Source: an optimization exercise on an open RTL-to-GDS flow (aim: small area and a short achievable clock period). Production flows keep margins and buffers that such runs may drop.
At most, simulation tests tie the RTL to the original design; equivalence was not proved.

==> run D: inputs <==
==> flow/design.v <==
module mult #(
    parameter DATA_WIDTH      = 6,
    parameter TAP_COEFF_WIDTH = 6
)(
    input  signed [DATA_WIDTH-1:0]      in,
    output signed [DATA_WIDTH-1:0]      out,
    input  signed [TAP_COEFF_WIDTH-1:0] tap_coeff
);
logic signed [TAP_COEFF_WIDTH + DATA_WIDTH - 2 : 0] mult_out;  
assign mult_out = ($signed(in) * $signed(tap_coeff));
assign out = $signed(mult_out[TAP_COEFF_WIDTH + DATA_WIDTH - 2 : TAP_COEFF_WIDTH - 1]);
endmodule
module add_sat #(
    parameter DATA_WIDTH = 6,
    parameter NUM_TAPS   = 2
)(
    input         [NUM_TAPS-1:0][DATA_WIDTH-1:0] in,
    output signed [DATA_WIDTH-1:0] out
);
localparam PAD_WIDTH = $clog2(NUM_TAPS);
logic signed [PAD_WIDTH+DATA_WIDTH-1:0] sum;
logic signed [DATA_WIDTH-1:0] sum_sat;
always @(*) begin
	sum = '0;
	for (integer i=0; i<NUM_TAPS; i+=1) begin
		sum += $signed(in[i]);
	end  
end  
always @(*) begin
	if      (sum >= $signed(  'b1 << (DATA_WIDTH-1)))  sum_sat = $signed(~('b1 << (DATA_WIDTH-1)));
	else if (sum <  $signed(-('b1 << (DATA_WIDTH-1)))) sum_sat = $signed(  'b1 << (DATA_WIDTH-1) );
	else                                               sum_sat = $signed(sum[DATA_WIDTH-1:0]);
end  
assign out = sum_sat;
endmodule
module fir_transpose_nom #(
    parameter DATA_WIDTH      = 5,
    parameter TAP_COEFF_WIDTH = 5,
    parameter NUM_TAPS        = 50
)(
    input                               clk,
    input                               rst,
    input  signed [DATA_WIDTH-1:0]      in,
    output signed [DATA_WIDTH-1:0]      out,
    input  [NUM_TAPS*TAP_COEFF_WIDTH-1:0] tap_coeffs
);
logic signed [DATA_WIDTH-1:0] in_flopped;
logic [NUM_TAPS-1:0][DATA_WIDTH-1:0] part_flopped;  
logic [NUM_TAPS-1:0][DATA_WIDTH-1:0] mult_out;
logic [NUM_TAPS-2:0][DATA_WIDTH-1:0] add_sat_out;
logic [NUM_TAPS-1:0][TAP_COEFF_WIDTH-1:0] tap_coeffs_flopped;
always @ (posedge clk or posedge rst) begin
    if (rst) begin
        in_flopped  <= '0;
        for (integer i=0; i<NUM_TAPS; i+=1) begin
            tap_coeffs_flopped[i] <= '0;
            part_flopped[i]       <= '0;
        end  
    end  
    else begin
        in_flopped                     <= in;
        tap_coeffs_flopped[NUM_TAPS-1] <= tap_coeffs[TAP_COEFF_WIDTH*(NUM_TAPS-1) +: TAP_COEFF_WIDTH];
        part_flopped[NUM_TAPS-1]       <= mult_out[NUM_TAPS-1];
        for (integer i=0; i<NUM_TAPS-1; i+=1) begin
            tap_coeffs_flopped[i] <= tap_coeffs[TAP_COEFF_WIDTH*i +: TAP_COEFF_WIDTH];
            part_flopped[i]       <= add_sat_out[i];
        end  
    end  
end  
assign out = part_flopped[0];
genvar i;
for (i=0; i<NUM_TAPS; i=i+1) begin: mult
    mult #(
        .DATA_WIDTH(DATA_WIDTH),
        .TAP_COEFF_WIDTH(TAP_COEFF_WIDTH)
    ) mult (
        .in(in_flopped),
        .out(mult_out[i]),
        .tap_coeff(tap_coeffs_flopped[i])
    );
end  
for (i=0; i<NUM_TAPS-1; i=i+1) begin: add_sat
    wire [2*DATA_WIDTH-1:0] adder_in;
    assign adder_in[DATA_WIDTH +: DATA_WIDTH] = mult_out[i];
    assign adder_in[0 +: DATA_WIDTH]          = part_flopped[i+1];
    add_sat #(
        .DATA_WIDTH(DATA_WIDTH),
        .NUM_TAPS(2)
    ) add_sat (
        .in(adder_in),
        .out(add_sat_out[i])
    );
end  
endmodule
==> flow/run.sh <==
#!/bin/bash
# synth_recipe.tcl (not shown) runs the flow's synth.tcl, then flattens the netlist and writes it again
# the make line also repeats each setting of config.mk as NAME=value (left out here)
make -C /OpenROAD-flow-scripts/flow DESIGN_CONFIG=/design/flow/config.mk WORK_HOME=/design/flow/orfs CLKGATE_MAP_FILE= SYNTH_SCRIPT=/design/flow/synth_recipe.tcl finish
==> flow/config.mk <==
export PLATFORM = sky130hd
export DESIGN_NAME = fir_transpose_nom
export DESIGN_NICKNAME = fir_transpose_nom
export VERILOG_FILES = /design/flow/design.v
export SDC_FILE = /design/flow/constraint.sdc
export NUM_CORES = 4
export LEC_CHECK = 0
export CAP_MARGIN = 20
export CORE_MARGIN = 2
export CORE_UTILIZATION = 40
export SLEW_MARGIN = 20
==> flow/constraint.sdc <==
create_clock -name core_clock -period 6.0 [get_ports {clk}]
set_input_delay 1.2000 -clock core_clock [delete_from_list [all_inputs] [get_ports {clk}]]
set_output_delay 1.2000 -clock core_clock [all_outputs]
set_load 0.01 [all_outputs]
==> run G: changes against run D <==
==> flow/design.v, changed modules only <==
module fir_transpose_nom #(
    parameter DATA_WIDTH      = 5,
    parameter TAP_COEFF_WIDTH = 5,
    parameter NUM_TAPS        = 50
)(
    input                               clk,
    input                               rst,
    input  signed [DATA_WIDTH-1:0]      in,
    output signed [DATA_WIDTH-1:0]      out,
    input  [NUM_TAPS*TAP_COEFF_WIDTH-1:0] tap_coeffs
);
logic [NUM_TAPS-1:0][DATA_WIDTH-1:0] part_next;  
logic [NUM_TAPS-1:0][DATA_WIDTH-1:0] mult_out;
logic [NUM_TAPS-2:0][DATA_WIDTH-1:0] add_sat_out;
logic [DATA_WIDTH-1:0]               out_q;
always @ (posedge clk or posedge rst) begin
    if (rst) begin
        out_q     <= '0;
        part_next <= '0;
    end
    else begin
        out_q                 <= part_next[0];
        part_next[NUM_TAPS-1] <= mult_out[NUM_TAPS-1];
        for (integer i=0; i<NUM_TAPS-1; i+=1)
            part_next[i] <= add_sat_out[i];
    end
end
assign out = out_q;
genvar i;
for (i=0; i<NUM_TAPS; i=i+1) begin: mult
    mult #(
        .DATA_WIDTH(DATA_WIDTH),
        .TAP_COEFF_WIDTH(TAP_COEFF_WIDTH)
    ) mult (
        .in(in),
        .out(mult_out[i]),
        .tap_coeff(tap_coeffs[TAP_COEFF_WIDTH*i +: TAP_COEFF_WIDTH])
    );
end
for (i=0; i<NUM_TAPS-1; i=i+1) begin: add_sat
    wire [2*DATA_WIDTH-1:0] adder_in;
    assign adder_in[DATA_WIDTH +: DATA_WIDTH] = mult_out[i];
    assign adder_in[0 +: DATA_WIDTH]          = part_next[i+1];
    add_sat #(
        .DATA_WIDTH(DATA_WIDTH),
        .NUM_TAPS(2)
    ) add_sat (
        .in(adder_in),
        .out(add_sat_out[i])
    );
end
endmodule
==> impl_metrics.tcl <==
set metrics [dict create \
    outcome "complete, no violations" \
    holdWs_ns 0.3465 \
    synth-seq-cells 255 \
    synth_area_per_cell_um2 9.222 \
    nonClkBufAreaFrac 0.1049 \
    r2r_start "part_next[80]$_DFF_PP0_" \
    synth_xor_area_frac 0.09347 \
]
[end of results for run G]
==> impl_metrics.tcl <==
set metrics [dict create \
    synth_area_per_cell_um2 9.857 \
    holdWs_ns 0.6372 \
    synth-seq-cells 505 \
    r2r_start "in_flopped[1]$_DFF_PP0_" \
    outcome "complete, no violations" \
    nonClkBufAreaFrac 0.04767 \
    power_leader "combinational logic" \
]
[end of results for run D]
For run G, only the layout was checked, not whether the RTL still works.

-- afterwards: timing with drivers on the ports --
The flow's constraints put no driver on any port. The routed layouts listed below were extracted and timed again, unchanged, in two steps. Step 1: set_driving_cell puts a clkbuf_16 on clk and a buf_2 on each other input, an assumption about the parent block. Step 2 times the ports against the registers' clock, not the clock port: input delays grow and output delays shrink by t, the midpoint of the rising clock arrivals with the driver on. Three values: ideal, step 1, step 2; two values: the first two.
run | t (ns) | setup WS [ns] | hold WS [ns] | worst data-port slew with drivers (ns)
run D | 0.744 | 0.592 / 0.592 / 0.592 | 0.637 / 0.637 / 0.637 | 0.09
run G | 0.626 | 0.371 / 0.421 / -0.205 | 0.347 / 0.347 / 0.347 | 0.13
With both steps, setup timing fails in run G, where it was met with ideal ports. For run G, which loses most, drivers alone change the setup slack by +0.050 ns; drivers and shift together by -0.576 ns.
